Background: an optimization exercise with open tools, aiming at small area, a short achievable clock period and few clock cycles. Do not read the settings as production practice.
At most, simulation tests tie the RTL to the original design; equivalence was not proved.
For run 1, only the layout was checked, not whether the RTL still works.
No activity file was given, so power comes from the tool's default toggle rates.

===== design/flow/config.mk =====
export PLATFORM = sky130hd
export DESIGN_NAME = seq_mult
export DESIGN_NICKNAME = seq_mult
export VERILOG_FILES = /design/flow/design.v
export SDC_FILE = /design/flow/constraint.sdc
export NUM_CORES = 4
export LEC_CHECK = 0
export CAP_MARGIN = 20
export CORE_MARGIN = 2
export CORE_UTILIZATION = 40
export PLACE_DENSITY = 0.6
export SLEW_MARGIN = 20

===== design/flow/constraint.sdc =====
create_clock -name core_clock -period 3.3 [get_ports {clk}]
set_input_delay 0.6600 -clock core_clock [delete_from_list [all_inputs] [get_ports {clk}]]
set_output_delay 0.6600 -clock core_clock [all_outputs]
set_load 0.01 [all_outputs]

===== design/flow/design.v =====
module seq_mult(d, done, clk, a, b, go, reset);
  output [63:0] d;
  output reg done;
  input clk;
  input [31:0] a, b;
  input go, reset;
  reg [31:0] m;               
  reg [31:0] q;               
  reg [31:0] hi;              
  reg [3:0] e1, e2, ng;      
  reg ngl;                    
  reg [33:0] s, c;           
  reg [7:0] slo;             
  reg [7:1] clo;             
  reg first;                  
  reg fa0;                    
  reg [2:0] cnt;
  function [11:0] benc(input [8:0] v);
    integer i;
    begin
      for (i = 0; i < 4; i = i + 1) begin
        benc[i] = v[2*i+1] ^ v[2*i];
        benc[4+i] = (v[2*i+2] & ~v[2*i+1] & ~v[2*i]) | (~v[2*i+2] & v[2*i+1] & v[2*i]);
        benc[8+i] = v[2*i+2];
      end
    end
  endfunction
  wire [11:0] enc_go = benc({a[8:1], 1'b0});
  wire [11:0] enc_nx = benc({q[16] & ~(cnt == 3'd2), q[15:8]});
  wire [9:0] lo = slo + {clo, 1'b0} + {ngl, 7'd0};
  wire [1:0] cy = lo[9:8] & {2{~first}};
  wire [33:0] si = {2'd0, m & {32{fa0}}} | s & {34{~first}};
  wire [33:0] ci = {first, 33'd0} | c & {34{~first}};
  wire [32:0] mx = {1'b0, m};
  wire [32:0] m2 = {m, 1'b0};
  wire [32:0] pp0 = (mx & {33{e1[0]}} | m2 & {33{e2[0]}}) ^ {33{ng[0]}};
  wire [32:0] pp1 = (mx & {33{e1[1]}} | m2 & {33{e2[1]}}) ^ {33{ng[1]}};
  wire [32:0] pp2 = (mx & {33{e1[2]}} | m2 & {33{e2[2]}}) ^ {33{ng[2]}};
  wire [32:0] pp3 = (mx & {33{e1[3]}} | m2 & {33{e2[3]}}) ^ {33{ng[3]}};
  wire hs1;
  wire hc2;
  wire hs3;
  wire hc4;
  wire fs5;
  wire fc6;
  wire hs7;
  wire hc8;
  wire fs9;
  wire fc10;
  wire fs11;
  wire fc12;
  wire fs13;
  wire fc14;
  wire fs15;
  wire fc16;
  wire fs17;
  wire fc18;
  wire fs19;
  wire fc20;
  wire fs21;
  wire fc22;
  wire fs23;
  wire fc24;
  wire fs25;
  wire fc26;
  wire fs27;
  wire fc28;
  wire fs29;
  wire fc30;
  wire fs31;
  wire fc32;
  wire fs33;
  wire fc34;
  wire fs35;
  wire fc36;
  wire fs37;
  wire fc38;
  wire fs39;
  wire fc40;
  wire fs41;
  wire fc42;
  wire fs43;
  wire fc44;
  wire fs45;
  wire fc46;
  wire fs47;
  wire fc48;
  wire fs49;
  wire fc50;
  wire fs51;
  wire fc52;
  wire fs53;
  wire fc54;
  wire fs55;
  wire fc56;
  wire fs57;
  wire fc58;
  wire fs59;
  wire fc60;
  wire fs61;
  wire fc62;
  wire fs63;
  wire fc64;
  wire fs65;
  wire fc66;
  wire fs67;
  wire fc68;
  wire fs69;
  wire fc70;
  wire fs71;
  wire fc72;
  wire fs73;
  wire fc74;
  wire fs75;
  wire fc76;
  wire fs77;
  wire fc78;
  wire fs79;
  wire fc80;
  wire fs81;
  wire fc82;
  wire fs83;
  wire fc84;
  wire fs85;
  wire fc86;
  wire fs87;
  wire fc88;
  wire fs89;
  wire fc90;
  wire hs91;
  wire hc92;
  wire hs93;
  wire hc94;
  wire fs95;
  wire fc96;
  wire hs97;
  wire hc98;
  wire fs99;
  wire fc100;
  wire hs101;
  wire hc102;
  wire fs103;
  wire fc104;
  wire fs105;
  wire fc106;
  wire fs107;
  wire fc108;
  wire fs109;
  wire fc110;
  wire fs111;
  wire fc112;
  wire fs113;
  wire fc114;
  wire fs115;
  wire fc116;
  wire fs117;
  wire fc118;
  wire fs119;
  wire fc120;
  wire fs121;
  wire fc122;
  wire fs123;
  wire fc124;
  wire fs125;
  wire fc126;
  wire fs127;
  wire fc128;
  wire fs129;
  wire fc130;
  wire fs131;
  wire fc132;
  wire fs133;
  wire fc134;
  wire fs135;
  wire fc136;
  wire fs137;
  wire fc138;
  wire fs139;
  wire fc140;
  wire fs141;
  wire fc142;
  wire fs143;
  wire fc144;
  wire fs145;
  wire fc146;
  wire fs147;
  wire fc148;
  wire fs149;
  wire fc150;
  wire fs151;
  wire fc152;
  wire fs153;
  wire fc154;
  wire fs155;
  wire fc156;
  wire fs157;
  wire fc158;
  wire fs159;
  wire fc160;
  wire fs161;
  wire fc162;
  wire fs163;
  wire fc164;
  wire fs165;
  wire fc166;
  wire fs167;
  wire fc168;
  wire fs169;
  wire fc170;
  wire fs171;
  wire fc172;
  wire fs173;
  wire fc174;
  wire fs175;
  wire fc176;
  wire fs177;
  wire fc178;
  wire fs179;
  wire fc180;
  wire fs181;
  wire fc182;
  wire fs183;
  wire fc184;
  wire fs185;
  wire fc186;
  wire fs187;
  wire fc188;
  wire fs189;
  wire fc190;
  wire fs191;
  wire fc192;
  wire fs193;
  wire fc194;
  wire fs195;
  wire fc196;
  wire hs197;
  wire hc198;
  wire fs199;
  wire fc200;
  wire hs201;
  wire hc202;
  wire hs203;
  wire hc204;
  wire fs205;
  wire fc206;
  wire fs207;
  wire fc208;
  wire fs209;
  wire fc210;
  wire fs211;
  wire fc212;
  wire fs213;
  wire fc214;
  wire fs215;
  wire fc216;
  wire fs217;
  wire fc218;
  wire fs219;
  wire fc220;
  wire fs221;
  wire fc222;
  wire fs223;
  wire fc224;
  wire fs225;
  wire fc226;
  wire fs227;
  wire fc228;
  wire fs229;
  wire fc230;
  wire fs231;
  wire fc232;
  wire fs233;
  wire fc234;
  wire fs235;
  wire fc236;
  wire fs237;
  wire fc238;
  wire fs239;
  wire fc240;
  wire fs241;
  wire fc242;
  wire fs243;
  wire fc244;
  wire fs245;
  wire fc246;
  wire fs247;
  wire fc248;
  wire fs249;
  wire fc250;
  wire fs251;
  wire fc252;
  wire fs253;
  wire fc254;
  wire fs255;
  wire fc256;
  wire fs257;
  wire fc258;
  wire fs259;
  wire fc260;
  wire fs261;
  wire fc262;
  wire fs263;
  wire fc264;
  wire fs265;
  wire fc266;
  wire fs267;
  wire fc268;
  wire fs269;
  wire fc270;
  wire fs271;
  wire fc272;
  wire fs273;
  wire fc274;
  wire fs275;
  wire fc276;
  wire fs277;
  wire fc278;
  wire fs279;
  wire fc280;
  wire fs281;
  wire fc282;
  wire hs283;
  wire hc284;
  wire hs285;
  wire hc286;
  assign hs1 = ci[4] ^ si[4];
  assign hc2 = ci[4] & si[4];
  assign hs3 = ng[2] ^ ci[5];
  assign hc4 = ng[2] & ci[5];
  assign fs5 = ci[6] ^ si[6] ^ pp0[5];
  assign fc6 = (ci[6] & si[6]) | (ci[6] & pp0[5]) | (si[6] & pp0[5]);
  assign hs7 = pp1[3] ^ pp2[1];
  assign hc8 = pp1[3] & pp2[1];
  assign fs9 = ci[7] ^ si[7] ^ pp0[6];
  assign fc10 = (ci[7] & si[7]) | (ci[7] & pp0[6]) | (si[7] & pp0[6]);
  assign fs11 = ci[8] ^ si[8] ^ pp0[7];
  assign fc12 = (ci[8] & si[8]) | (ci[8] & pp0[7]) | (si[8] & pp0[7]);
  assign fs13 = pp1[5] ^ pp2[3] ^ pp3[1];
  assign fc14 = (pp1[5] & pp2[3]) | (pp1[5] & pp3[1]) | (pp2[3] & pp3[1]);
  assign fs15 = ci[9] ^ si[9] ^ pp0[8];
  assign fc16 = (ci[9] & si[9]) | (ci[9] & pp0[8]) | (si[9] & pp0[8]);
  assign fs17 = ci[10] ^ si[10] ^ pp0[9];
  assign fc18 = (ci[10] & si[10]) | (ci[10] & pp0[9]) | (si[10] & pp0[9]);
  assign fs19 = pp1[7] ^ pp2[5] ^ pp3[3];
  assign fc20 = (pp1[7] & pp2[5]) | (pp1[7] & pp3[3]) | (pp2[5] & pp3[3]);
  assign fs21 = ci[11] ^ si[11] ^ pp0[10];
  assign fc22 = (ci[11] & si[11]) | (ci[11] & pp0[10]) | (si[11] & pp0[10]);
  assign fs23 = ci[12] ^ si[12] ^ pp0[11];
  assign fc24 = (ci[12] & si[12]) | (ci[12] & pp0[11]) | (si[12] & pp0[11]);
  assign fs25 = pp1[9] ^ pp2[7] ^ pp3[5];
  assign fc26 = (pp1[9] & pp2[7]) | (pp1[9] & pp3[5]) | (pp2[7] & pp3[5]);
  assign fs27 = ci[13] ^ si[13] ^ pp0[12];
  assign fc28 = (ci[13] & si[13]) | (ci[13] & pp0[12]) | (si[13] & pp0[12]);
  assign fs29 = ci[14] ^ si[14] ^ pp0[13];
  assign fc30 = (ci[14] & si[14]) | (ci[14] & pp0[13]) | (si[14] & pp0[13]);
  assign fs31 = pp1[11] ^ pp2[9] ^ pp3[7];
  assign fc32 = (pp1[11] & pp2[9]) | (pp1[11] & pp3[7]) | (pp2[9] & pp3[7]);
  assign fs33 = ci[15] ^ si[15] ^ pp0[14];
  assign fc34 = (ci[15] & si[15]) | (ci[15] & pp0[14]) | (si[15] & pp0[14]);
  assign fs35 = ci[16] ^ si[16] ^ pp0[15];
  assign fc36 = (ci[16] & si[16]) | (ci[16] & pp0[15]) | (si[16] & pp0[15]);
  assign fs37 = pp1[13] ^ pp2[11] ^ pp3[9];
  assign fc38 = (pp1[13] & pp2[11]) | (pp1[13] & pp3[9]) | (pp2[11] & pp3[9]);
  assign fs39 = ci[17] ^ si[17] ^ pp0[16];
  assign fc40 = (ci[17] & si[17]) | (ci[17] & pp0[16]) | (si[17] & pp0[16]);
  assign fs41 = ci[18] ^ si[18] ^ pp0[17];
  assign fc42 = (ci[18] & si[18]) | (ci[18] & pp0[17]) | (si[18] & pp0[17]);
  assign fs43 = pp1[15] ^ pp2[13] ^ pp3[11];
  assign fc44 = (pp1[15] & pp2[13]) | (pp1[15] & pp3[11]) | (pp2[13] & pp3[11]);
  assign fs45 = ci[19] ^ si[19] ^ pp0[18];
  assign fc46 = (ci[19] & si[19]) | (ci[19] & pp0[18]) | (si[19] & pp0[18]);
  assign fs47 = ci[20] ^ si[20] ^ pp0[19];
  assign fc48 = (ci[20] & si[20]) | (ci[20] & pp0[19]) | (si[20] & pp0[19]);
  assign fs49 = pp1[17] ^ pp2[15] ^ pp3[13];
  assign fc50 = (pp1[17] & pp2[15]) | (pp1[17] & pp3[13]) | (pp2[15] & pp3[13]);
  assign fs51 = ci[21] ^ si[21] ^ pp0[20];
  assign fc52 = (ci[21] & si[21]) | (ci[21] & pp0[20]) | (si[21] & pp0[20]);
  assign fs53 = ci[22] ^ si[22] ^ pp0[21];
  assign fc54 = (ci[22] & si[22]) | (ci[22] & pp0[21]) | (si[22] & pp0[21]);
  assign fs55 = pp1[19] ^ pp2[17] ^ pp3[15];
  assign fc56 = (pp1[19] & pp2[17]) | (pp1[19] & pp3[15]) | (pp2[17] & pp3[15]);
  assign fs57 = ci[23] ^ si[23] ^ pp0[22];
  assign fc58 = (ci[23] & si[23]) | (ci[23] & pp0[22]) | (si[23] & pp0[22]);
  assign fs59 = ci[24] ^ si[24] ^ pp0[23];
  assign fc60 = (ci[24] & si[24]) | (ci[24] & pp0[23]) | (si[24] & pp0[23]);
  assign fs61 = pp1[21] ^ pp2[19] ^ pp3[17];
  assign fc62 = (pp1[21] & pp2[19]) | (pp1[21] & pp3[17]) | (pp2[19] & pp3[17]);
  assign fs63 = ci[25] ^ si[25] ^ pp0[24];
  assign fc64 = (ci[25] & si[25]) | (ci[25] & pp0[24]) | (si[25] & pp0[24]);
  assign fs65 = ci[26] ^ si[26] ^ pp0[25];
  assign fc66 = (ci[26] & si[26]) | (ci[26] & pp0[25]) | (si[26] & pp0[25]);
  assign fs67 = pp1[23] ^ pp2[21] ^ pp3[19];
  assign fc68 = (pp1[23] & pp2[21]) | (pp1[23] & pp3[19]) | (pp2[21] & pp3[19]);
  assign fs69 = ci[27] ^ si[27] ^ pp0[26];
  assign fc70 = (ci[27] & si[27]) | (ci[27] & pp0[26]) | (si[27] & pp0[26]);
  assign fs71 = ci[28] ^ si[28] ^ pp0[27];
  assign fc72 = (ci[28] & si[28]) | (ci[28] & pp0[27]) | (si[28] & pp0[27]);
  assign fs73 = pp1[25] ^ pp2[23] ^ pp3[21];
  assign fc74 = (pp1[25] & pp2[23]) | (pp1[25] & pp3[21]) | (pp2[23] & pp3[21]);
  assign fs75 = ci[29] ^ si[29] ^ pp0[28];
  assign fc76 = (ci[29] & si[29]) | (ci[29] & pp0[28]) | (si[29] & pp0[28]);
  assign fs77 = ci[30] ^ si[30] ^ pp0[29];
  assign fc78 = (ci[30] & si[30]) | (ci[30] & pp0[29]) | (si[30] & pp0[29]);
  assign fs79 = pp1[27] ^ pp2[25] ^ pp3[23];
  assign fc80 = (pp1[27] & pp2[25]) | (pp1[27] & pp3[23]) | (pp2[25] & pp3[23]);
  assign fs81 = ci[31] ^ si[31] ^ pp0[30];
  assign fc82 = (ci[31] & si[31]) | (ci[31] & pp0[30]) | (si[31] & pp0[30]);
  assign fs83 = ci[32] ^ si[32] ^ pp0[31];
  assign fc84 = (ci[32] & si[32]) | (ci[32] & pp0[31]) | (si[32] & pp0[31]);
  assign fs85 = pp1[29] ^ pp2[27] ^ pp3[25];
  assign fc86 = (pp1[29] & pp2[27]) | (pp1[29] & pp3[25]) | (pp2[27] & pp3[25]);
  assign fs87 = ci[33] ^ si[33] ^ pp1[30];
  assign fc88 = (ci[33] & si[33]) | (ci[33] & pp1[30]) | (si[33] & pp1[30]);
  assign fs89 = ~ng[0] ^ pp0[32] ^ pp1[31];
  assign fc90 = (~ng[0] & pp0[32]) | (~ng[0] & pp1[31]) | (pp0[32] & pp1[31]);
  assign hs91 = pp2[29] ^ pp3[27];
  assign hc92 = pp2[29] & pp3[27];
  assign hs93 = ~ng[1] ^ pp1[32];
  assign hc94 = ~ng[1] & pp1[32];
  assign fs95 = ng[0] ^ ci[1] ^ si[1];
  assign fc96 = (ng[0] & ci[1]) | (ng[0] & si[1]) | (ci[1] & si[1]);
  assign hs97 = ci[2] ^ si[2];
  assign hc98 = ci[2] & si[2];
  assign fs99 = ng[1] ^ ci[3] ^ si[3];
  assign fc100 = (ng[1] & ci[3]) | (ng[1] & si[3]) | (ci[3] & si[3]);
  assign hs101 = pp0[2] ^ pp1[0];
  assign hc102 = pp0[2] & pp1[0];
  assign fs103 = pp0[3] ^ pp1[1] ^ hs1;
  assign fc104 = (pp0[3] & pp1[1]) | (pp0[3] & hs1) | (pp1[1] & hs1);
  assign fs105 = si[5] ^ pp0[4] ^ pp1[2];
  assign fc106 = (si[5] & pp0[4]) | (si[5] & pp1[2]) | (pp0[4] & pp1[2]);
  assign fs107 = pp2[0] ^ hc2 ^ hs3;
  assign fc108 = (pp2[0] & hc2) | (pp2[0] & hs3) | (hc2 & hs3);
  assign fs109 = hc4 ^ hs7 ^ fs5;
  assign fc110 = (hc4 & hs7) | (hc4 & fs5) | (hs7 & fs5);
  assign fs111 = pp1[4] ^ pp2[2] ^ pp3[0];
  assign fc112 = (pp1[4] & pp2[2]) | (pp1[4] & pp3[0]) | (pp2[2] & pp3[0]);
  assign fs113 = hc8 ^ fc6 ^ fs9;
  assign fc114 = (hc8 & fc6) | (hc8 & fs9) | (fc6 & fs9);
  assign fs115 = fc10 ^ fs11 ^ fs13;
  assign fc116 = (fc10 & fs11) | (fc10 & fs13) | (fs11 & fs13);
  assign fs117 = pp1[6] ^ pp2[4] ^ pp3[2];
  assign fc118 = (pp1[6] & pp2[4]) | (pp1[6] & pp3[2]) | (pp2[4] & pp3[2]);
  assign fs119 = fc12 ^ fc14 ^ fs15;
  assign fc120 = (fc12 & fc14) | (fc12 & fs15) | (fc14 & fs15);
  assign fs121 = fc16 ^ fs17 ^ fs19;
  assign fc122 = (fc16 & fs17) | (fc16 & fs19) | (fs17 & fs19);
  assign fs123 = pp1[8] ^ pp2[6] ^ pp3[4];
  assign fc124 = (pp1[8] & pp2[6]) | (pp1[8] & pp3[4]) | (pp2[6] & pp3[4]);
  assign fs125 = fc18 ^ fc20 ^ fs21;
  assign fc126 = (fc18 & fc20) | (fc18 & fs21) | (fc20 & fs21);
  assign fs127 = fc22 ^ fs23 ^ fs25;
  assign fc128 = (fc22 & fs23) | (fc22 & fs25) | (fs23 & fs25);
  assign fs129 = pp1[10] ^ pp2[8] ^ pp3[6];
  assign fc130 = (pp1[10] & pp2[8]) | (pp1[10] & pp3[6]) | (pp2[8] & pp3[6]);
  assign fs131 = fc24 ^ fc26 ^ fs27;
  assign fc132 = (fc24 & fc26) | (fc24 & fs27) | (fc26 & fs27);
  assign fs133 = fc28 ^ fs29 ^ fs31;
  assign fc134 = (fc28 & fs29) | (fc28 & fs31) | (fs29 & fs31);
  assign fs135 = pp1[12] ^ pp2[10] ^ pp3[8];
  assign fc136 = (pp1[12] & pp2[10]) | (pp1[12] & pp3[8]) | (pp2[10] & pp3[8]);
  assign fs137 = fc30 ^ fc32 ^ fs33;
  assign fc138 = (fc30 & fc32) | (fc30 & fs33) | (fc32 & fs33);
  assign fs139 = fc34 ^ fs35 ^ fs37;
  assign fc140 = (fc34 & fs35) | (fc34 & fs37) | (fs35 & fs37);
  assign fs141 = pp1[14] ^ pp2[12] ^ pp3[10];
  assign fc142 = (pp1[14] & pp2[12]) | (pp1[14] & pp3[10]) | (pp2[12] & pp3[10]);
  assign fs143 = fc36 ^ fc38 ^ fs39;
  assign fc144 = (fc36 & fc38) | (fc36 & fs39) | (fc38 & fs39);
  assign fs145 = fc40 ^ fs41 ^ fs43;
  assign fc146 = (fc40 & fs41) | (fc40 & fs43) | (fs41 & fs43);
  assign fs147 = pp1[16] ^ pp2[14] ^ pp3[12];
  assign fc148 = (pp1[16] & pp2[14]) | (pp1[16] & pp3[12]) | (pp2[14] & pp3[12]);
  assign fs149 = fc42 ^ fc44 ^ fs45;
  assign fc150 = (fc42 & fc44) | (fc42 & fs45) | (fc44 & fs45);
  assign fs151 = fc46 ^ fs47 ^ fs49;
  assign fc152 = (fc46 & fs47) | (fc46 & fs49) | (fs47 & fs49);
  assign fs153 = pp1[18] ^ pp2[16] ^ pp3[14];
  assign fc154 = (pp1[18] & pp2[16]) | (pp1[18] & pp3[14]) | (pp2[16] & pp3[14]);
  assign fs155 = fc48 ^ fc50 ^ fs51;
  assign fc156 = (fc48 & fc50) | (fc48 & fs51) | (fc50 & fs51);
  assign fs157 = fc52 ^ fs53 ^ fs55;
  assign fc158 = (fc52 & fs53) | (fc52 & fs55) | (fs53 & fs55);
  assign fs159 = pp1[20] ^ pp2[18] ^ pp3[16];
  assign fc160 = (pp1[20] & pp2[18]) | (pp1[20] & pp3[16]) | (pp2[18] & pp3[16]);
  assign fs161 = fc54 ^ fc56 ^ fs57;
  assign fc162 = (fc54 & fc56) | (fc54 & fs57) | (fc56 & fs57);
  assign fs163 = fc58 ^ fs59 ^ fs61;
  assign fc164 = (fc58 & fs59) | (fc58 & fs61) | (fs59 & fs61);
  assign fs165 = pp1[22] ^ pp2[20] ^ pp3[18];
  assign fc166 = (pp1[22] & pp2[20]) | (pp1[22] & pp3[18]) | (pp2[20] & pp3[18]);
  assign fs167 = fc60 ^ fc62 ^ fs63;
  assign fc168 = (fc60 & fc62) | (fc60 & fs63) | (fc62 & fs63);
  assign fs169 = fc64 ^ fs65 ^ fs67;
  assign fc170 = (fc64 & fs65) | (fc64 & fs67) | (fs65 & fs67);
  assign fs171 = pp1[24] ^ pp2[22] ^ pp3[20];
  assign fc172 = (pp1[24] & pp2[22]) | (pp1[24] & pp3[20]) | (pp2[22] & pp3[20]);
  assign fs173 = fc66 ^ fc68 ^ fs69;
  assign fc174 = (fc66 & fc68) | (fc66 & fs69) | (fc68 & fs69);
  assign fs175 = fc70 ^ fs71 ^ fs73;
  assign fc176 = (fc70 & fs71) | (fc70 & fs73) | (fs71 & fs73);
  assign fs177 = pp1[26] ^ pp2[24] ^ pp3[22];
  assign fc178 = (pp1[26] & pp2[24]) | (pp1[26] & pp3[22]) | (pp2[24] & pp3[22]);
  assign fs179 = fc72 ^ fc74 ^ fs75;
  assign fc180 = (fc72 & fc74) | (fc72 & fs75) | (fc74 & fs75);
  assign fs181 = fc76 ^ fs77 ^ fs79;
  assign fc182 = (fc76 & fs77) | (fc76 & fs79) | (fs77 & fs79);
  assign fs183 = pp1[28] ^ pp2[26] ^ pp3[24];
  assign fc184 = (pp1[28] & pp2[26]) | (pp1[28] & pp3[24]) | (pp2[26] & pp3[24]);
  assign fs185 = fc78 ^ fc80 ^ fs81;
  assign fc186 = (fc78 & fc80) | (fc78 & fs81) | (fc80 & fs81);
  assign fs187 = fc82 ^ fs83 ^ fs85;
  assign fc188 = (fc82 & fs83) | (fc82 & fs85) | (fs83 & fs85);
  assign fs189 = pp2[28] ^ pp3[26] ^ ~pp0[32];
  assign fc190 = (pp2[28] & pp3[26]) | (pp2[28] & ~pp0[32]) | (pp3[26] & ~pp0[32]);
  assign fs191 = fc84 ^ fc86 ^ fs87;
  assign fc192 = (fc84 & fc86) | (fc84 & fs87) | (fc86 & fs87);
  assign fs193 = hs91 ^ fc88 ^ fs89;
  assign fc194 = (hs91 & fc88) | (hs91 & fs89) | (fc88 & fs89);
  assign fs195 = pp2[30] ^ pp3[28] ^ ~pp1[32];
  assign fc196 = (pp2[30] & pp3[28]) | (pp2[30] & ~pp1[32]) | (pp3[28] & ~pp1[32]);
  assign hs197 = hc92 ^ fc90;
  assign hc198 = hc92 & fc90;
  assign fs199 = pp2[31] ^ pp3[29] ^ hs93;
  assign fc200 = (pp2[31] & pp3[29]) | (pp2[31] & hs93) | (pp3[29] & hs93);
  assign hs201 = pp3[30] ^ ~pp2[32];
  assign hc202 = pp3[30] & ~pp2[32];
  assign hs203 = ~ng[2] ^ pp2[32];
  assign hc204 = ~ng[2] & pp2[32];
  assign fs205 = ci[0] ^ si[0] ^ cy[0];
  assign fc206 = (ci[0] & si[0]) | (ci[0] & cy[0]) | (si[0] & cy[0]);
  assign fs207 = pp0[0] ^ cy[1] ^ fs95;
  assign fc208 = (pp0[0] & cy[1]) | (pp0[0] & fs95) | (cy[1] & fs95);
  assign fs209 = pp0[1] ^ hs97 ^ fc96;
  assign fc210 = (pp0[1] & hs97) | (pp0[1] & fc96) | (hs97 & fc96);
  assign fs211 = hc98 ^ hs101 ^ fs99;
  assign fc212 = (hc98 & hs101) | (hc98 & fs99) | (hs101 & fs99);
  assign fs213 = hc102 ^ fc100 ^ fs103;
  assign fc214 = (hc102 & fc100) | (hc102 & fs103) | (fc100 & fs103);
  assign fs215 = fs105 ^ fc104 ^ fs107;
  assign fc216 = (fs105 & fc104) | (fs105 & fs107) | (fc104 & fs107);
  assign fs217 = fc106 ^ fc108 ^ fs109;
  assign fc218 = (fc106 & fc108) | (fc106 & fs109) | (fc108 & fs109);
  assign fs219 = fs111 ^ fc110 ^ fs113;
  assign fc220 = (fs111 & fc110) | (fs111 & fs113) | (fc110 & fs113);
  assign fs221 = fc112 ^ fc114 ^ fs115;
  assign fc222 = (fc112 & fc114) | (fc112 & fs115) | (fc114 & fs115);
  assign fs223 = fs117 ^ fc116 ^ fs119;
  assign fc224 = (fs117 & fc116) | (fs117 & fs119) | (fc116 & fs119);
  assign fs225 = fc118 ^ fc120 ^ fs121;
  assign fc226 = (fc118 & fc120) | (fc118 & fs121) | (fc120 & fs121);
  assign fs227 = fs123 ^ fc122 ^ fs125;
  assign fc228 = (fs123 & fc122) | (fs123 & fs125) | (fc122 & fs125);
  assign fs229 = fc124 ^ fc126 ^ fs127;
  assign fc230 = (fc124 & fc126) | (fc124 & fs127) | (fc126 & fs127);
  assign fs231 = fs129 ^ fc128 ^ fs131;
  assign fc232 = (fs129 & fc128) | (fs129 & fs131) | (fc128 & fs131);
  assign fs233 = fc130 ^ fc132 ^ fs133;
  assign fc234 = (fc130 & fc132) | (fc130 & fs133) | (fc132 & fs133);
  assign fs235 = fs135 ^ fc134 ^ fs137;
  assign fc236 = (fs135 & fc134) | (fs135 & fs137) | (fc134 & fs137);
  assign fs237 = fc136 ^ fc138 ^ fs139;
  assign fc238 = (fc136 & fc138) | (fc136 & fs139) | (fc138 & fs139);
  assign fs239 = fs141 ^ fc140 ^ fs143;
  assign fc240 = (fs141 & fc140) | (fs141 & fs143) | (fc140 & fs143);
  assign fs241 = fc142 ^ fc144 ^ fs145;
  assign fc242 = (fc142 & fc144) | (fc142 & fs145) | (fc144 & fs145);
  assign fs243 = fs147 ^ fc146 ^ fs149;
  assign fc244 = (fs147 & fc146) | (fs147 & fs149) | (fc146 & fs149);
  assign fs245 = fc148 ^ fc150 ^ fs151;
  assign fc246 = (fc148 & fc150) | (fc148 & fs151) | (fc150 & fs151);
  assign fs247 = fs153 ^ fc152 ^ fs155;
  assign fc248 = (fs153 & fc152) | (fs153 & fs155) | (fc152 & fs155);
  assign fs249 = fc154 ^ fc156 ^ fs157;
  assign fc250 = (fc154 & fc156) | (fc154 & fs157) | (fc156 & fs157);
  assign fs251 = fs159 ^ fc158 ^ fs161;
  assign fc252 = (fs159 & fc158) | (fs159 & fs161) | (fc158 & fs161);
  assign fs253 = fc160 ^ fc162 ^ fs163;
  assign fc254 = (fc160 & fc162) | (fc160 & fs163) | (fc162 & fs163);
  assign fs255 = fs165 ^ fc164 ^ fs167;
  assign fc256 = (fs165 & fc164) | (fs165 & fs167) | (fc164 & fs167);
  assign fs257 = fc166 ^ fc168 ^ fs169;
  assign fc258 = (fc166 & fc168) | (fc166 & fs169) | (fc168 & fs169);
  assign fs259 = fs171 ^ fc170 ^ fs173;
  assign fc260 = (fs171 & fc170) | (fs171 & fs173) | (fc170 & fs173);
  assign fs261 = fc172 ^ fc174 ^ fs175;
  assign fc262 = (fc172 & fc174) | (fc172 & fs175) | (fc174 & fs175);
  assign fs263 = fs177 ^ fc176 ^ fs179;
  assign fc264 = (fs177 & fc176) | (fs177 & fs179) | (fc176 & fs179);
  assign fs265 = fc178 ^ fc180 ^ fs181;
  assign fc266 = (fc178 & fc180) | (fc178 & fs181) | (fc180 & fs181);
  assign fs267 = fs183 ^ fc182 ^ fs185;
  assign fc268 = (fs183 & fc182) | (fs183 & fs185) | (fc182 & fs185);
  assign fs269 = fc184 ^ fc186 ^ fs187;
  assign fc270 = (fc184 & fc186) | (fc184 & fs187) | (fc186 & fs187);
  assign fs271 = fs189 ^ fc188 ^ fs191;
  assign fc272 = (fs189 & fc188) | (fs189 & fs191) | (fc188 & fs191);
  assign fs273 = fc190 ^ fc192 ^ fs193;
  assign fc274 = (fc190 & fc192) | (fc190 & fs193) | (fc192 & fs193);
  assign fs275 = fs195 ^ hs197 ^ fc194;
  assign fc276 = (fs195 & hs197) | (fs195 & fc194) | (hs197 & fc194);
  assign fs277 = fc196 ^ hc198 ^ fs199;
  assign fc278 = (fc196 & hc198) | (fc196 & fs199) | (hc198 & fs199);
  assign fs279 = hc94 ^ hs201 ^ fc200;
  assign fc280 = (hc94 & hs201) | (hc94 & fc200) | (hs201 & fc200);
  assign fs281 = pp3[31] ^ hc202 ^ hs203;
  assign fc282 = (pp3[31] & hc202) | (pp3[31] & hs203) | (hc202 & hs203);
  assign hs283 = ~pp3[32] ^ hc204;
  assign hc284 = ~pp3[32] & hc204;
  assign hs285 = ~ng[3] ^ pp3[32];
  assign hc286 = ~ng[3] & pp3[32];
  wire [41:0] ts = {hc286, hs285, hs283, fs281, fc278, fs277, fc274, fc272, fc270, fc268, fc266, fc264, fc262, fc260, fc258, fc256, fc254, fc252, fc250, fc248, fc246, fc244, fc242, fc240, fc238, fc236, fc234, fc232, fc230, fc228, fc226, fc224, fc222, fc220, fc218, fc216, fc214, fc212, fc210, fc208, fc206, fs205};
  wire [41:0] tc = {1'b0, hc284, fc282, fc280, fs279, fc276, fs275, fs273, fs271, fs269, fs267, fs265, fs263, fs261, fs259, fs257, fs255, fs253, fs251, fs249, fs247, fs245, fs243, fs241, fs239, fs237, fs235, fs233, fs231, fs229, fs227, fs225, fs223, fs221, fs219, fs217, fs215, fs213, fs211, fs209, fs207, 1'b0};
  wire [39:0] xa = {s[31:0], slo};
  wire [39:0] xb = {c[31:0], clo, 1'b0};
  wire [39:0] kp0 = xa ^ xb;
  wire [39:0] kg0 = xa & xb;
  wire [39:0] kg1 = kg0 | (kp0 & {kg0[38:0], 1'd0});
  wire [39:0] kp1 = kp0 & {kp0[38:0], 1'd0};
  wire [39:0] kg2 = kg1 | (kp1 & {kg1[37:0], 2'd0});
  wire [39:0] kp2 = kp1 & {kp1[37:0], 2'd0};
  wire [39:0] kg3 = kg2 | (kp2 & {kg2[35:0], 4'd0});
  wire [39:0] kp3 = kp2 & {kp2[35:0], 4'd0};
  wire [39:0] kg4 = kg3 | (kp3 & {kg3[31:0], 8'd0});
  wire [39:0] kp4 = kp3 & {kp3[31:0], 8'd0};
  wire [39:0] kg5 = kg4 | (kp4 & {kg4[23:0], 16'd0});
  wire [39:0] kp5 = kp4 & {kp4[23:0], 16'd0};
  wire [39:0] kg6 = kg5 | (kp5 & {kg5[7:0], 32'd0});
  wire [39:0] kp6 = kp5 & {kp5[7:0], 32'd0};
  wire [39:0] sum = kp0 ^ {kg6[38:0], 1'b0};
  always @(posedge clk, posedge reset)
    if (reset)
      done <= 1'b0;
    else if (go)
      done <= 1'b0;
    else if (cnt == 3'd4)
      done <= 1'b1;
  always @(posedge clk)
    if (go) begin
      first <= 1'b1;
      fa0 <= a[0];
      cnt <= 3'd0;
      m <= b;
      q <= a;
      {ng, e2, e1} <= enc_go;
    end else begin
      first <= 1'b0;
      fa0 <= 1'b0;
      {ng, e2, e1} <= enc_nx;
      if (!done) begin
        cnt <= cnt + 3'd1;
        q <= {lo[7:0], q[31:8]};
      end
    end
  always @(posedge clk) begin
    s <= ts[41:8];
    c <= tc[41:8];
    slo <= ts[7:0];
    clo <= tc[7:1];
    ngl <= ng[3];
    if (!done && cnt == 3'd4)
      hi <= sum[39:8];
  end
  assign d = {hi, q};
endmodule

===== design/flow/run.sh =====
#!/bin/bash
# synth_recipe.tcl (not shown) runs the flow's synth.tcl, then flattens the netlist and writes it again
# the make line also repeats each setting of config.mk as NAME=value (left out here)
make -C /OpenROAD-flow-scripts/flow DESIGN_CONFIG=/design/flow/config.mk WORK_HOME=/design/flow/orfs CLKGATE_MAP_FILE= SYNTH_SCRIPT=/design/flow/synth_recipe.tcl finish

==> flow_summary.yaml, run 1 <==
drt:
  ant_nets: 0
  num_vias: 10400
  wirelength_um: 39300
  wl_per_cell_um: 20.7
  via_per_inst: 5.47
  drcViolationCount: 0
  dr.first_iter.drc_count: 897
  firstDrtPassIters: 5
synthesis:
  ys_ff_latch: 197
  synth_edf_count: 96
  ys_types: 62
  ys_seq_area_frac: 0.341
  synth_nets: 1623
  netlist_instances: 1361
  ys_warn_count: 1
  synth_top_flop_cell: "dfxtp_1"
  syn_area_mm2: 0.0144
  avgSynthCellArea_um2: 10.6
  synth_async_sr_flop_share: 0.00508
timing:
  worstMarginPinSlew_ns: 1.06
  finalMaxSlewViolations: 0
  slew_headroom: 0.297
  setup_tns_ns: 0
  setup_violations: 0
  achievable-frequency_ghz: 0.316
  fin_crit_sh: 0.960
  grt_setup_unrepaired: "false"
  hold_viol: 0
  period_minus_slack_ns: 3.17
  skew_ns: 0.0172
place:
  gp_congestion: 0.850
  portBuffers: 131
  place_hpwl_um: 28600
  placedCellCount: 1871
  placed_cell_area_mm2: 0.0162
clocking:
  clk_pin_slew_ns: 0.08
  cts_tree: "yes"
  cts_root_buffer: "clkbuf_16"
  clk-insertion-delay-late_ns: 0.46
  cts_sinks: 197
  h-tree-depth: 4
  numCtsBuffers: 17
  clock_path_buffers: 2
  cts_hold_buffers: 0
critical_path:
  critPathBufInv: 1
  cp_slowest_cell: "a31oi_1"
  end_kind: "flop"
  start_kind: "flop"
  crit_fanout: 4
  critical-path-top-delay-family: "compound AO/OA/AOI/OAI gates"
  crit_type: "flop to flop"
  max_stage_delay_ns: 0.49
  crit_required_ns: 3.50
  cp.arrival_ns: 3.37
  crit_chain: "ha_1 > inv_1 > fa_1 > a31o_2 > a311oi_1 > o211ai_1 > a31oi_1 > a41oi_1 > xnor2_1"
floorplan:
  rows: 69
  initial_core_util: 0.406
  core_mm2: 0.0355
  die_x_um: 194
  die_y_um: 194
  die_area_mm2: 0.0375
  io_pins: 132
power:
  ir_worst_vdd_mv: 0.462
  powerDensity_mw_per_mm2: 1120
  leakage_uw: 0.00676
min_path:
  hold_path.class: "input port to asynchronous set/reset pin"
global_route:
  grt_pass1_wl_um: 62000
  grt-ovfl-total: 0
  grt_pass1_vias: 10900
  antenna_found_initial: 0
  grt_start_max_net_pins: 39
  grt_usage: 0.213
finish:
  area_growth_pct: 16.6
  fin_nets: 1691
  drive_gt1_frac: 0.0659
  final_area_mm2: 0.0168
  multi_input_area_mm2: 0.00849
  layout.area.seq_mm2: 0.00491
  num_antenna_cells: 0
  num-fill-cells: 3326
  finalNonFillerCells: 1903
job:
  maxCapViolCount: 0
run_status:
  status: "complete, no violations"
-- logic make-up after synthesis --
logic type | synth area share
DFF | 0.341
muxes | 0.0210
xor gates and xnor gates | 0.106
buffers and inverters | 0.0700
AOI/OAI and AO/OA | 0.157
and+or+nand+nor | 0.0649
adders and majority gates | 0.241
-- layout make-up --
| type | count | share of cell area |
|---|---|---|
| tap | 461 | 0.0344 |
| clock buffer | 18 | 0.0256 |
| timing repair buffer | 153 | 0.0946 |
| clock inverter | 14 | 0.0106 |
| sequential | 197 | 0.293 |
| inverter | 162 | 0.0362 |
| multi-input combinational | 898 | 0.506 |
-- sequential cells by signal, indices dropped and copies added (netlist names) --
signal / flops
s: 34
c: 33
hi: 32
m: 32
q: 32
slo: 8
clo: 7
e1: 4
e2: 4
ng: 4
cnt: 3
done: 1
fa0: 1
first: 1
ngl: 1
-- cell usage in the layout, fill, tap and decap left out, types with 33 or more instances in the layout --
master / synthesis / layout
nor2_1: 42 / 41
inv_1: 158 / 158
a22oi_1: 126 / 126
xnor2_1: 158 / 158
dfxtp_1: 100 / 99
nor2b_1: 33 / 33
ha_1: 59 / 59
fa_1: 136 / 136
edfxtp_1: 96 / 96
a21oi_1: 43 / 43
clkdlybuf4s50_1: 0 / 130
nand2_1: 60 / 60
-- cell usage after synthesis, types with 25 or more instances --
master,count,area [um^2]
nor2b_1,33,206
mux2_2,25,282
fa_1,136,2720
xnor2_1,158,1380
nor2_1,42,158
dfxtp_1,100,2000
inv_1,158,593
edfxtp_1,96,2880
a22o_1,29,254
o21ai_0,30,150
a21oi_1,43,215
nand2_1,60,225
ha_1,59,738
clkbuf_1,77,289
a22oi_1,126,946
-- power breakdown --
group,switching [uW],internal (uW)
Clock,1080,1090
Combinational,6900,5140
Sequential,653,3840
-- path summary, 6_finish.rpt --
kind                            startpoint      to  slack, ns  cells after the start
worst max-delay path                slo[5]  hi[31]       0.13                      9
worst min-delay path                 reset    done       0.35                      2
worst max register to register      slo[5]  hi[31]       0.13                      9
worst min register to register      cnt[0]  cnt[0]       0.56                      2
max in group asynchronous            reset    done       2.85                      2
min in group core_clock             cnt[0]  cnt[0]       0.56                      2
-- routing by layer --
layer	vias to the layer above	global-route usage	routed length (um)
met3	46	0.0351	2620
met5	-	0	0
li1	4760	-	-
met2	405	0.338	18100
met4	0	0.0662	727
met1	5195	0.298	17900
-- metrics by stage --
stage                     setup WS (ns)  hold WS [ns]  utilization  total power, uW
after floorplan                   0.235         0.329            -            12800
after global placement            0.213         0.530        0.456            16200
after detailed placement          0.168         0.542        0.456            16500
after CTS                         0.155         0.327        0.473            18800
after global routing             0.0663         0.345        0.473            20600
final                             0.132         0.354        0.473            18700
-- timing repair --
item / 4_1_cts / 5_1_grt
setup buffers: 0 / 0
resized for setup: 0 / 1
setup endpoints to repair: 0 / 2
==> inputs of run 2 (changes only) <==
--- a/design/flow/design.v
+++ b/design/flow/design.v
@@ -615,8 +615,16 @@
   wire [39:0] xb = {c[31:0], clo, 1'b0};
   wire [39:0] kp0 = xa ^ xb;
   wire [39:0] kg0 = xa & xb;
-  wire [39:0] kg1 = kg0 | (kp0 & {kg0[38:0], 1'd0});
-  wire [39:0] kp1 = kp0 & {kp0[38:0], 1'd0};
+  wire [39:0] kg1, kp1;
+  assign kg1[0] = kg0[0];
+  assign kp1[0] = kp0[0];
+  genvar gi;
+  generate
+    for (gi = 1; gi < 40; gi = gi + 1) begin : kl1
+      assign kg1[gi] = xa[gi] & xb[gi] | xa[gi] & xa[gi-1] & xb[gi-1] | xb[gi] & xa[gi-1] & xb[gi-1];
+      assign kp1[gi] = (xa[gi] | xb[gi]) & (xa[gi-1] | xb[gi-1]);
+    end
+  endgenerate
   wire [39:0] kg2 = kg1 | (kp1 & {kg1[37:0], 2'd0});
   wire [39:0] kp2 = kp1 & {kp1[37:0], 2'd0};
   wire [39:0] kg3 = kg2 | (kp2 & {kg2[35:0], 4'd0});
--- a/design/flow/config.mk
+++ b/design/flow/config.mk
@@ -9,4 +9,5 @@
 export CORE_MARGIN = 2
 export CORE_UTILIZATION = 40
 export PLACE_DENSITY = 0.6
+export SETUP_SLACK_MARGIN = 1.0
 export SLEW_MARGIN = 20
==> run 2 against run 1 <==
Net effect:
- wire length is 11% higher
- sequential share of layout area is 4.1 points lower
- global-route usage is 1.8 points higher
- clock power is 3% lower
- largest cell class unchanged
- flip-flop and latch count stayed put
- die area is 3.6% higher
- still clean
- synthesized cell count is 7.3% higher
==> flow_summary.yaml, run 2 <==
finish:
  utilization: 0.536
  drive_gt1_frac: 0.287
  multi_input_area_mm2: 0.0100
  final_area_mm2: 0.0197
  final_cell_mix: "inv_1, clkdlybuf4s50_1, xnor2_1"
  largest_reg_flops: 34
  largest-register: "s"
  fin_nets: 1947
  layout.area.seq_mm2: 0.00496
  area_growth_pct: 32.0
  num-fill-cells: 3140
  top_regs: "s: 34 flops, c: 33 flops"
  num_antenna_cells: 0
  layout_commonest_cell: "inv_1"
power:
  powerDensity_mw_per_mm2: 1080
  leakage_uw: 0.00808
  ir_worst_vdd_mv: 0.499
  p_total_uw: 21200
timing:
  setup_violations: 0
  fin_crit_sh: 0.804
  finalMaxSlewViolations: 0
  slew_headroom: 0.439
  worstMarginPinSlew_ns: 0.834
  setup_tns_ns: 0
  grt_setup_unrepaired: "true"
  achievable-frequency_ghz: 0.377
  period_minus_slack_ns: 2.65
  skew_ns: 0.0160
  hold_viol: 0
synthesis:
  synth_area_leaders: "edfxtp_1, fa_1, dfxtp_1"
  synth_edf_count: 96
  ys_seq_area_frac: 0.329
  syn_area_mm2: 0.0149
  ys_warn_count: 1
  synth_top_area_share: 0.193
  synth_nets: 1753
  avgSynthCellArea_um2: 10.2
  synth_top_flop_cell: "dfxtp_1"
  netlist_instances: 1461
  ys_ff_latch: 197
  synth_commonest_cells: "inv_1, xnor2_1, fa_1"
  yosysMostFrequentCell: "inv_1"
  synth_async_sr_flop_share: 0.00508
  yosysTopAreaCell: "edfxtp_1"
  ys_types: 67
clocking:
  clk_pin_slew_ns: 0.09
  numCtsBuffers: 17
  h-tree-depth: 4
  clock_path_buffers: 2
  cts_tree: "yes"
  cts_root_buffer: "clkbuf_16"
  cts_sinks: 197
  clk-insertion-delay-late_ns: 0.47
  cts_hold_buffers: 0
global_route:
  grt-ovfl-total: 0
  grt_start_max_net_pins: 93
  grt_usage: 0.231
  grt_pass1_wl_um: 68100
  grt_pass1_vias: 12000
  antenna_found_initial: 1
drt:
  dr.first_iter.drc_count: 813
  drcViolationCount: 0
  wl_per_cell_um: 20.4
  via_per_inst: 5.32
  ant_nets: 0
  num_vias: 11400
  firstDrtPassIters: 7
  wirelength_um: 43600
floorplan:
  die_area_mm2: 0.0389
  die_x_um: 197
  core_mm2: 0.0367
  io_pins: 132
  rows: 70
  die_y_um: 197
  initial_core_util: 0.406
place:
  gp_congestion: 0.865
  place_hpwl_um: 29700
  portBuffers: 131
  placed_cell_area_mm2: 0.0174
critical_path:
  max_stage_delay_ns: 0.54
  cp_common_cell: "fa_1"
  cp.arrival_ns: 3.00
  ff2ff_setup_slack_ns: 0.65
  start_kind: "flop"
  crit_chain: "buf_16 > a22oi_2 > xnor2_1 > fa_1 > inv_1 > fa_1 > inv_1 > fa_1"
  critical-path-top-delay-family: "adder cells"
  crit_type: "flop to flop"
  cp_slowest_cell: "fa_1"
  critPathBufInv: 3
  end_kind: "flop"
  crit_required_ns: 3.64
  crit_fanout: 5
run_status:
  status: "complete, no violations"
job:
  maxCapViolCount: 0
min_path:
  hold_path.class: "input port to asynchronous set/reset pin"
[run 2: metrics by stage]
stage	setup WS, ns	hold slack (ns)	cells
global placement	0.443	0.531	1996
detailed placement	0.447	0.534	1996
floorplan	0.746	0.346	1461
CTS	0.654	0.294	2114
global route	0.574	0.317	2136
finish	0.645	0.316	2136
[run 2: cell type report]
class,instances,share of cell area
Clock buffer,17,0.0216
Clock inverter,15,0.00750
Inverter,217,0.0422
Multi-Input combinational cell,957,0.508
Sequential cell,197,0.252
Tap cell,468,0.0297
Timing Repair Buffer,265,0.139
[run 2: report_power, final]
group / total, uW / internal (uW) / switching (uW)
sequential: 4640 / 3910 / 736
clock: 2100 / 1000 / 1100
combinational: 14500 / 6620 / 7880
[run 2: routing by layer]
layer	track usage	vias to the layer above	share of wire
met1	0.311	5648	0.44
met5	0	-	0.00037
met4	0.0727	2	0.026
met2	0.375	379	0.47
li1	-	5263	-
met3	0.0471	68	0.063
[run 2: cells by family after synthesis]
kind of cell,synth area share
xor+xnor,0.105
simple gates,0.0687
mux,0.0202
compound gates,0.145
buf+inv,0.0773
flops,0.329
fa+ha+maj,0.255
[run 2: path summary, 6_finish.rpt]
path / from / to / depth (start not counted)
worst max-delay path: e2[0] / c[10] / 8
worst min-delay path: reset / done / 2
worst max register to register: e2[0] / c[10] / 8
worst min register to register: cnt[2] / done / 2
max in group asynchronous: reset / done / 2
min in group core_clock: cnt[2] / done / 2
[run 2: what timing repair did]
| item | 4_1_cts | 5_1_grt |
|---|---|---|
| endpoints found under the hold margin | 0 | 0 |
| gates resized for setup | 123 | 70 |
| pin swaps | 71 | 58 |
| buffers inserted | 79 | 20 |
| cloned | 7 | 2 |
| setup endpoints to repair | 91 | 95 |
Testbench counts of run 2, summed over its fixed seeds: cycles 14,408.
==> inputs of run 3 (changes only) <==
--- a/design/flow/config.mk
+++ b/design/flow/config.mk
@@ -9,5 +9,5 @@
 export CORE_MARGIN = 2
 export CORE_UTILIZATION = 40
 export PLACE_DENSITY = 0.6
-export SETUP_SLACK_MARGIN = 1.0
+export SETUP_SLACK_MARGIN = 0.6
 export SLEW_MARGIN = 20
==> run 3 against run 2 <==
Net effect:
- synthesized area stayed put
- combinational power is 9% lower
- final cell count fell by 0.80%
- synthesized cell count did not move
- fmax decreased by 3.4%
- clock skew decreased by 0.00066 ns
- worst hold slack better by 0.0057 ns
- setup slack worse by 0.093 ns
- sequential power barely moved
- flip-flop and latch count is the same
- non-clock buffer count down 17
- first-iteration DRC count rose by 15%
- largest cell class unchanged
==> flow_summary.yaml, run 3 <==
global_route:
  grt-ovfl-total: 0
  grt_start_max_net_pins: 93
  met2_usage: 0.349
  grt_pass1_wl_um: 63900
  antenna_found_initial: 2
  grtUsageMet3: 0.0393
  grt_usage: 0.215
  use_met1: 0.289
  grt_pass1_vias: 11600
  busiest_layer: "met2"
finish:
  fin_nets: 1930
  drive_gt1_frac: 0.197
  top_regs: "s: 34 flops, c: 33 flops"
  layout_commonest_cell: "inv_1"
  num_antenna_cells: 0
  final_cell_mix: "inv_1, xnor2_1, clkdlybuf4s50_1"
  largest_reg_flops: 34
  largest-register: "s"
  area_growth_pct: 26.6
  finalNonFillerCells: 2119
  num-fill-cells: 3236
critical_path:
  end_kind: "flop"
  ff2ff_setup_slack_ns: 0.55
  start_kind: "flop"
  crit_required_ns: 3.64
  cp_common_cell: "fa_1"
  max_stage_delay_ns: 0.56
  crit_chain: "a22oi_1 > xnor2_1 > fa_1 > fa_1 > inv_1 > fa_1"
  crit_fanout: 6
  crit_type: "flop to flop"
  cp_slowest_cell: "edfxtp_1"
  cp.arrival_ns: 3.09
clocking:
  cts_sinks: 197
  h-tree-depth: 4
  clock_path_buffers: 2
  numCtsBuffers: 17
  clk-insertion-delay-late_ns: 0.46
  cts_tree: "yes"
  cts_root_buffer: "clkbuf_16"
  clk_pin_slew_ns: 0.08
drt:
  firstDrtPassIters: 6
  num_vias: 11400
  dr.first_iter.drc_count: 933
  wl_per_cell_um: 20.2
  via_per_inst: 5.39
  wirelength_um: 42800
  drcViolationCount: 0
  ant_nets: 0
floorplan:
  initial_core_util: 0.406
  core_mm2: 0.0367
  io_pins: 132
  die_y_um: 197
  die_x_um: 197
  rows: 70
  die_area_mm2: 0.0389
timing:
  worstMarginPinSlew_ns: 0.794
  setup_violations: 0
  fin_crit_sh: 0.833
  finalMaxSlewViolations: 0
  hold_viol: 0
  grt_setup_unrepaired: "true"
  setup_tns_ns: 0
  slew_headroom: 0.462
  achievable-frequency_ghz: 0.364
  period_minus_slack_ns: 2.75
  skew_ns: 0.0153
power:
  leakage_uw: 0.00787
  powerDensity_mw_per_mm2: 1060
  p_total_uw: 20100
  ir_worst_vdd_mv: 0.435
synthesis:
  netlist_instances: 1461
  synth_top_flop_cell: "dfxtp_1"
  yosysMostFrequentCell: "inv_1"
  synth_commonest_cells: "inv_1, xnor2_1, fa_1"
  synth_async_sr_flop_share: 0.00508
  synth_area_leaders: "edfxtp_1, fa_1, dfxtp_1"
  ys_types: 67
  synth_top_area_share: 0.193
  yosysTopAreaCell: "edfxtp_1"
  avgSynthCellArea_um2: 10.2
  ys_ff_latch: 197
  syn_area_mm2: 0.0149
  synth_edf_count: 96
  ys_warn_count: 1
  synth_nets: 1753
  ys_seq_area_frac: 0.329
place:
  gp_congestion: 0.842
  portBuffers: 131
  placedCellCount: 1998
  place_hpwl_um: 29000
run_status:
  status: "complete, no violations"
job:
  maxCapViolCount: 0
min_path:
  hold_path.class: "input port to asynchronous set/reset pin"
run 3: changes by cell type in the layout (fill, tap and decap cells not counted), sizes merged:
cell and delta:
buf -19, bufbuf -2, bufinv +1, clkbuf +5, clkinv -4, inv +2
run 3: worst paths after layout:
check | start | to | depth (start not counted)
max in group asynchronous | reset | done | 2
setup reg to reg | m[17] | c[14] | 6
hold reg to reg | cnt[2] | done | 2
min in group core_clock | cnt[2] | done | 2
hold / removal | reset | done | 2
setup / recovery | m[17] | c[14] | 6
run 3: power breakdown:
part	internal [uW]	switching (uW)	leakage (uW)
sequential	3900	769	0.00180
clock	1140	1110	0.000300
combinational	5840	7320	0.00577
total	10900	9210	0.00787
run 3: stage by stage:
step / worst slack (ns) / instance area [um^2] / hold WS, ns / utilization
floorplan: 0.603 / 14900 / 0.330 / -
global placement: 0.509 / 16800 / 0.534 / 0.458
detailed placement: 0.398 / 16800 / 0.552 / 0.458
CTS: 0.587 / 17900 / 0.303 / 0.489
global route: 0.463 / 18900 / 0.309 / 0.515
finish: 0.552 / 18900 / 0.321 / 0.515
run 3: worst max-delay path: cells and delay by family, from the launching register on:
kind	cells	cell delay (ns)
compound gates	1	0.28
xor+xnor	1	0.19
fa+ha+maj	3	1.55
buf+inv	1	0.05
flops	1	0.56
run 3: area by class of cell:
cell class              count  area [um^2]  share of cell area
clock buffers              18          450              0.0238
clock inverters            14          179             0.00947
inverters                 217          825              0.0437
multi-input cells         957         9380               0.496
flip-flops and latches    197         4960               0.263
well taps                 468          586              0.0310
repair buffers            248         2510               0.133
run 3: logic make-up after synthesis:
kind of cell | share of synthesized area
xor gates and xnor gates | 0.105
muxes | 0.0202
AOI/OAI and AO/OA | 0.145
and+or+nand+nor | 0.0687
DFF | 0.329
buffers and inverters | 0.0773
adders and majority gates | 0.255
run 3: metal layers:
layer  share of wire  vias to the layer above
met4           0.033                        4
met5         0.00061                        -
li1                -                     5232
met2            0.46                      456
met3           0.067                       86
met1            0.44                     5634
run 3: repair_timing:
action                     in CTS  in global routing
pin swaps                      16                 74
resized for setup              35                131
gates cloned                    2                  6
setup endpoints to repair      44                 65
hold buffers                    0                  0
setup buffers                  46                 35
==> inputs of run 4 (changes only) <==
--- a/design/flow/config.mk
+++ b/design/flow/config.mk
@@ -9,5 +9,5 @@
 export CORE_MARGIN = 2
 export CORE_UTILIZATION = 40
 export PLACE_DENSITY = 0.6
-export SETUP_SLACK_MARGIN = 0.6
+export SETUP_SLACK_MARGIN = 0.3
 export SLEW_MARGIN = 20
==> run 4 against run 3 <==
Net effect:
- core utilization is 4.0 points lower
- final cell count is 4.1% lower
- register-to-register slack lost 0.07 ns
- largest cell class unchanged
==> flow_summary.yaml, run 4 <==
run_status:
  status: "complete, no violations"
synthesis:
  yosysMostFrequentCell: "inv_1"
  synth_top_flop_cell: "dfxtp_1"
  synth_top_area_share: 0.193
  ys_warn_count: 1
  synth_nets: 1753
  avgSynthCellArea_um2: 10.2
  netlist_instances: 1461
  synthMuxAreaShare: 0.0202
  synth_area_leaders: "edfxtp_1, fa_1, dfxtp_1"
  yosys.area_share.adder: 0.255
  ys_seq_area_frac: 0.329
  synth_async_sr_flop_share: 0.00508
  synth_xor_area_frac: 0.105
  yosysTopAreaCell: "edfxtp_1"
  ys_ff_latch: 197
  synth-compound-area-share: 0.145
  synth_commonest_cells: "inv_1, xnor2_1, fa_1"
  ys_types: 67
  synth_top_family_by_area: "adder cells"
  synth_edf_count: 96
  synthSimpleGateAreaFrac: 0.0687
  syn_area_mm2: 0.0149
finish:
  num_antenna_cells: 0
  area_growth_pct: 16.9
  fin_nets: 1844
  finalNonFillerCells: 2033
  layout_commonest_cell: "inv_1"
  drive_gt1_frac: 0.0773
  multi_input_area_mm2: 0.00887
  largest-register: "s"
  utilization: 0.475
  layout.area.seq_mm2: 0.00491
  largest_reg_flops: 34
  num-fill-cells: 3335
  final_cell_mix: "inv_1, xnor2_1, fa_1"
  top_regs: "s: 34 flops, c: 33 flops"
global_route:
  grt_pass1_wl_um: 61400
  antenna_found_initial: 0
  grt_start_max_net_pins: 53
  grt_pass1_vias: 11000
  grt_usage: 0.207
  grt-ovfl-total: 0
clocking:
  h-tree-depth: 4
  clk_pin_slew_ns: 0.09
  cts_setup_buffers: 0
  cts_sinks: 197
  cts_tree: "yes"
  cts_hold_buffers: 0
  cts_root_buffer: "clkbuf_16"
  clk-insertion-delay-late_ns: 0.48
  clock_path_buffers: 2
  numCtsBuffers: 17
timing:
  grt_setup_unrepaired: "false"
  fin_crit_sh: 0.854
  timing.hold.ws_ns: 0.324
  setup_tns_ns: 0
  skew_ns: 0.0210
  finalMaxSlewViolations: 0
  worstMarginPinSlew_ns: 0.649
  hold_viol: 0
  slew_headroom: 0.560
  achievable-frequency_ghz: 0.355
  setup_violations: 0
  period_minus_slack_ns: 2.82
place:
  placedCellCount: 2001
  place_hpwl_um: 29000
  gp_congestion: 0.847
  portBuffers: 131
job:
  maxCapViolCount: 0
drt:
  firstDrtPassIters: 6
  drcViolationCount: 0
  num_vias: 10700
  wirelength_um: 38500
  via_per_inst: 5.27
  dr.first_iter.drc_count: 854
  ant_nets: 0
  wl_per_cell_um: 18.9
critical_path:
  crit_required_ns: 3.53
  r2r_cells: 10
  end_kind: "flop"
  timing.rr.end: "hi[31]"
  cp.arrival_ns: 3.05
  ff2ff_setup_slack_ns: 0.48
  crit_fanout: 4
  r2r-start: "slo[6]"
  start_kind: "flop"
  crit_type: "flop to flop"
floorplan:
  die_y_um: 197
  core_mm2: 0.0367
  initial_core_util: 0.406
  io_pins: 132
  rows: 70
  die_area_mm2: 0.0389
  die_x_um: 197
power:
  powerDensity_mw_per_mm2: 1070
  p_total_uw: 18600
  ir_worst_vdd_mv: 0.443
  leakage_uw: 0.00725
min_path:
  hold_path.class: "input port to asynchronous set/reset pin"
run 4: where the power goes:
group / switching, uW / internal (uW)
Sequential: 758 / 3870
Combinational: 6710 / 5110
Clock: 1110 / 1090
Total: 8570 / 10100
run 4: layout make-up:
class	count	area share
tap	468	0.0336
timing repair buffer	162	0.0942
clock buffer	17	0.0244
clock inverter	15	0.0106
inverter	217	0.0467
sequential	197	0.282
multi-input combinational	957	0.509
run 4: metal layers:
layer  part of all wire  global-route usage  wire length (um)
met1               0.45               0.283             17400
met2               0.46               0.333             17700
met3              0.065              0.0406              2500
met4              0.024              0.0654               928
met5                  0                   0                 0
run 4: logic make-up (layout without fill, tap and decap cells):
family | Yosys count | after routing
and+or+nand+nor | 222 | 222
xor gates and xnor gates | 179 | 179
buffers and inverters | 307 | 411
DFF | 197 | 197
muxes | 27 | 27
adders and majority gates | 225 | 225
AOI/OAI and AO/OA | 304 | 304
run 4: worst max path at each step:
stage	start	end	slack [ns]	depth (start not counted)
final	slo[6]	hi[31]	0.48	10
after global routing	slo[2]	slo[0]	0.35	13
after CTS	slo[2]	slo[0]	0.45	13
after detailed placement	slo[6]	hi[31]	0.45	10
after global placement	slo[6]	hi[31]	0.52	10
after floorplan	ng[3]	c[0]	0.33	8
run 4: repair_timing:
action                                 4_1_cts  5_1_grt
gates resized for setup                      0        3
endpoints found under the hold margin        0        0
setup endpoints to repair                    0        2
run 4: critical path, cell delays in order, from the launching register on:
cell	delay, ns
dfxtp_1	0.37
inv_1	0.06
ha_1	0.26
nor4_2	0.28
o21ai_1	0.12
o311ai_2	0.11
o22ai_2	0.20
o41ai_4	0.45
a41oi_4	0.24
o31a_1	0.35
xnor2_1	0.12
run 4: through the flow:
stage / setup WS (ns) / instance area [um^2]
floorplan: 0.334 / 14900
global route: 0.349 / 17400
detailed placement: 0.455 / 16800
CTS: 0.447 / 17400
global placement: 0.515 / 16800
finish: 0.481 / 17400
==> inputs of run 5 (changes only) <==
--- a/design/flow/config.mk
+++ b/design/flow/config.mk
@@ -7,7 +7,7 @@
 export LEC_CHECK = 0
 export CAP_MARGIN = 20
 export CORE_MARGIN = 2
-export CORE_UTILIZATION = 40
-export PLACE_DENSITY = 0.6
+export CORE_UTILIZATION = 60
+export PLACE_DENSITY = 0.75
 export SETUP_SLACK_MARGIN = 0.3
 export SLEW_MARGIN = 20
==> run 5 against run 4 <==
Net effect:
- total power hardly changed
- worst hold slack better by 0.014 ns
- still clean
- synthesized area stayed put
- clock power fell by 5%
- synthesized cell count unchanged
- fmax fell by 1.1%
- flip-flop and latch count unchanged
- largest cell class unchanged
- largest power group unchanged
- global-route usage increased by 8.6 points
==> flow_summary.yaml, run 5 <==
critical_path:
  start_kind: "flop"
  timing.rr.end: "hi[31]"
  r2r_cells: 10
  crit_fanout: 4
  crit_type: "flop to flop"
  ff2ff_setup_slack_ns: 0.45
  max_stage_delay_ns: 0.46
  cp_num_cells: 10
  critical-path-top-delay-family: "compound AO/OA/AOI/OAI gates"
  r2r-start: "slo[6]"
  cp_slowest_cell: "o41ai_4"
  critPathBufInv: 1
  crit_chain: "inv_1 > ha_1 > nor4_2 > o21ai_1 > o311ai_2 > o22ai_2 > o41ai_4 > a41oi_4 > o31a_1 > xnor2_1"
  cp.arrival_ns: 3.05
  end_kind: "flop"
  endpoint: "hi[31]"
  cp-startpoint: "slo[6]"
  crit_required_ns: 3.50
clocking:
  cts_sinks: 197
  h-tree-depth: 4
  clock_path_buffers: 2
  cts_tree: "yes"
  clk_pin_slew_ns: 0.08
  clk-insertion-delay-late_ns: 0.45
  numCtsBuffers: 17
  cts_root_buffer: "clkbuf_16"
  cts_setup_buffers: 0
timing:
  period_minus_slack_ns: 2.85
  fin_crit_sh: 0.864
  setup_violations: 0
  slew_headroom: 0.321
  hold_viol: 0
  finalMaxSlewViolations: 0
  skew_ns: 0.0194
  achievable-frequency_ghz: 0.351
  grt_setup_unrepaired: "false"
  worstMarginPinSlew_ns: 1.02
  setup_tns_ns: 0
synthesis:
  yosysMostFrequentCell: "inv_1"
  synth_async_sr_flop_share: 0.00508
  ys_ff_latch: 197
  ys_seq_area_frac: 0.329
  synth_area_leaders: "edfxtp_1, fa_1, dfxtp_1"
  netlist_instances: 1461
  synth_top_area_share: 0.193
  syn_area_mm2: 0.0149
  synth_edf_count: 96
  avgSynthCellArea_um2: 10.2
  synth_commonest_cells: "inv_1, xnor2_1, fa_1"
  synth_top_flop_cell: "dfxtp_1"
  yosysTopAreaCell: "edfxtp_1"
  synth_nets: 1753
  ys_types: 67
  ys_warn_count: 1
finish:
  area_growth_pct: 15.2
  final_cell_mix: "inv_1, xnor2_1, fa_1"
  layout_commonest_cell: "inv_1"
  largest-register: "s"
  largest_reg_flops: 34
  fin_nets: 1840
  drive_gt1_frac: 0.0743
  top_regs: "s: 34 flops, c: 33 flops"
drt:
  num_vias: 11000
  ant_nets: 0
  dr.first_iter.drc_count: 1198
  wl_per_cell_um: 19.6
  drcViolationCount: 0
  firstDrtPassIters: 9
  wirelength_um: 36900
  via_per_inst: 5.84
job:
  maxCapViolCount: 0
floorplan:
  rows: 57
  io_pins: 132
  die_y_um: 162
  core_mm2: 0.0244
  die_x_um: 162
  die_area_mm2: 0.0261
  initial_core_util: 0.612
power:
  p_total_uw: 18600
  ir_worst_vdd_mv: 0.479
  leakage_uw: 0.00722
  powerDensity_mw_per_mm2: 1080
global_route:
  grt-ovfl-total: 0
  grt_pass1_vias: 11400
  antenna_found_initial: 4
  grt_usage: 0.293
  grt_pass1_wl_um: 59700
  grt_start_max_net_pins: 61
run_status:
  status: "complete, no violations"
place:
  portBuffers: 131
  place_hpwl_um: 27800
  gp_congestion: 0.888
min_path:
  hold_path.class: "input port to asynchronous set/reset pin"
[run 5: power breakdown]
group | internal, uW | switching (uW) | leakage, uW
Clock | 1020 | 1070 | 0.000283
Combinational | 5130 | 6760 | 0.00514
Sequential | 3870 | 775 | 0.00180
Total | 10000 | 8610 | 0.00722
[run 5: metrics by stage]
stage	util	setup WS (ns)	hold slack, ns	instance area, um^2	cells
after floorplan	-	0.334	0.330	14900	1461
after global placement	0.680	0.517	0.530	16600	1853
after detailed placement	0.680	0.452	0.547	16600	1853
after CTS	0.704	0.440	0.333	17200	1885
after global routing	0.704	0.312	0.349	17200	1885
final	0.705	0.450	0.338	17200	1886
[run 5: cells by family (layout without fill, tap and decap cells)]
logic type               Yosys count  in the layout  share of synthesized area
AO/OA/AOI/OAI                    304            304                      0.145
XOR/XNOR                         179            179                      0.105
adder cells (fa/ha/maj)          225            225                      0.255
buffers and inverters            307            407                     0.0773
flip-flops                       197            197                      0.329
multiplexers                      27             27                     0.0202
other                              0              1                          0
AND/OR/NAND/NOR                  222            222                     0.0687
[run 5: layout make-up]
class	count	area, um^2
diodes	1	2.50
clock buffers	17	425
clock inverters	15	161
fillers	1840	7210
inverters	217	815
multi-input cells	957	8860
flip-flops and latches	197	4910
well taps	324	405
repair buffers	158	1600
[run 5: how the worst min path moves through the flow]
stage	startpoint	endpoint	slack [ns]	depth (start not counted)
6_report	reset	done	0.34	2
5_1_grt	reset	done	0.35	2
4_1_cts	reset	done	0.33	2
3_5_place_dp	cnt[0]	cnt[0]	0.55	2
3_3_place_gp	cnt[0]	cnt[0]	0.53	2
2_1_floorplan	ng[3]	ngl	0.33	0
[run 5: layer usage]
metal / up-vias / global-route usage / wire [um]
met5: - / 0 / 37
met4: 6 / 0.112 / 1290
met3: 92 / 0.0730 / 3420
met2: 515 / 0.458 / 16800
met1: 5361 / 0.397 / 15300
li1: 5042 / - / -
[run 5: what timing repair did]
item,CTS,global route
endpoints found under the hold margin,0,0
gates resized for setup,0,2
setup endpoints to repair,0,3
hold buffers,0,0

## re-timing with driven ports
The results above use ideal ports. As a check the final layouts listed here were re-extracted and re-timed, cells and wires unchanged. Step 1: set_driving_cell puts a clkbuf_16 on clk and a buf_2 on each other input, an assumption about the parent block. Step 2 times the ports against the registers' clock, not the clock port: input delays grow and output delays shrink by t, the midpoint of the rising clock arrivals with the driver on. a / b / c = ideal / step 1 / step 2; a / b = the first two.
run | t, ns | setup slack, ns | hold WS [ns]
run 1 | 0.508 | 0.132 / 0.132 / 0.132 | 0.354 / 0.325 / 0.560
run 2 | 0.516 | 0.645 / 0.645 / 0.645 | 0.316 / 0.285 / 0.556
run 3 | 0.510 | 0.552 / 0.552 / 0.552 | 0.321 / 0.296 / 0.557
run 4 | 0.518 | 0.481 / 0.481 / 0.481 | 0.324 / 0.299 / 0.557
run 5 | 0.488 | 0.450 / 0.450 / 0.450 | 0.338 / 0.308 / 0.565
After both steps every run listed still meets setup and hold.
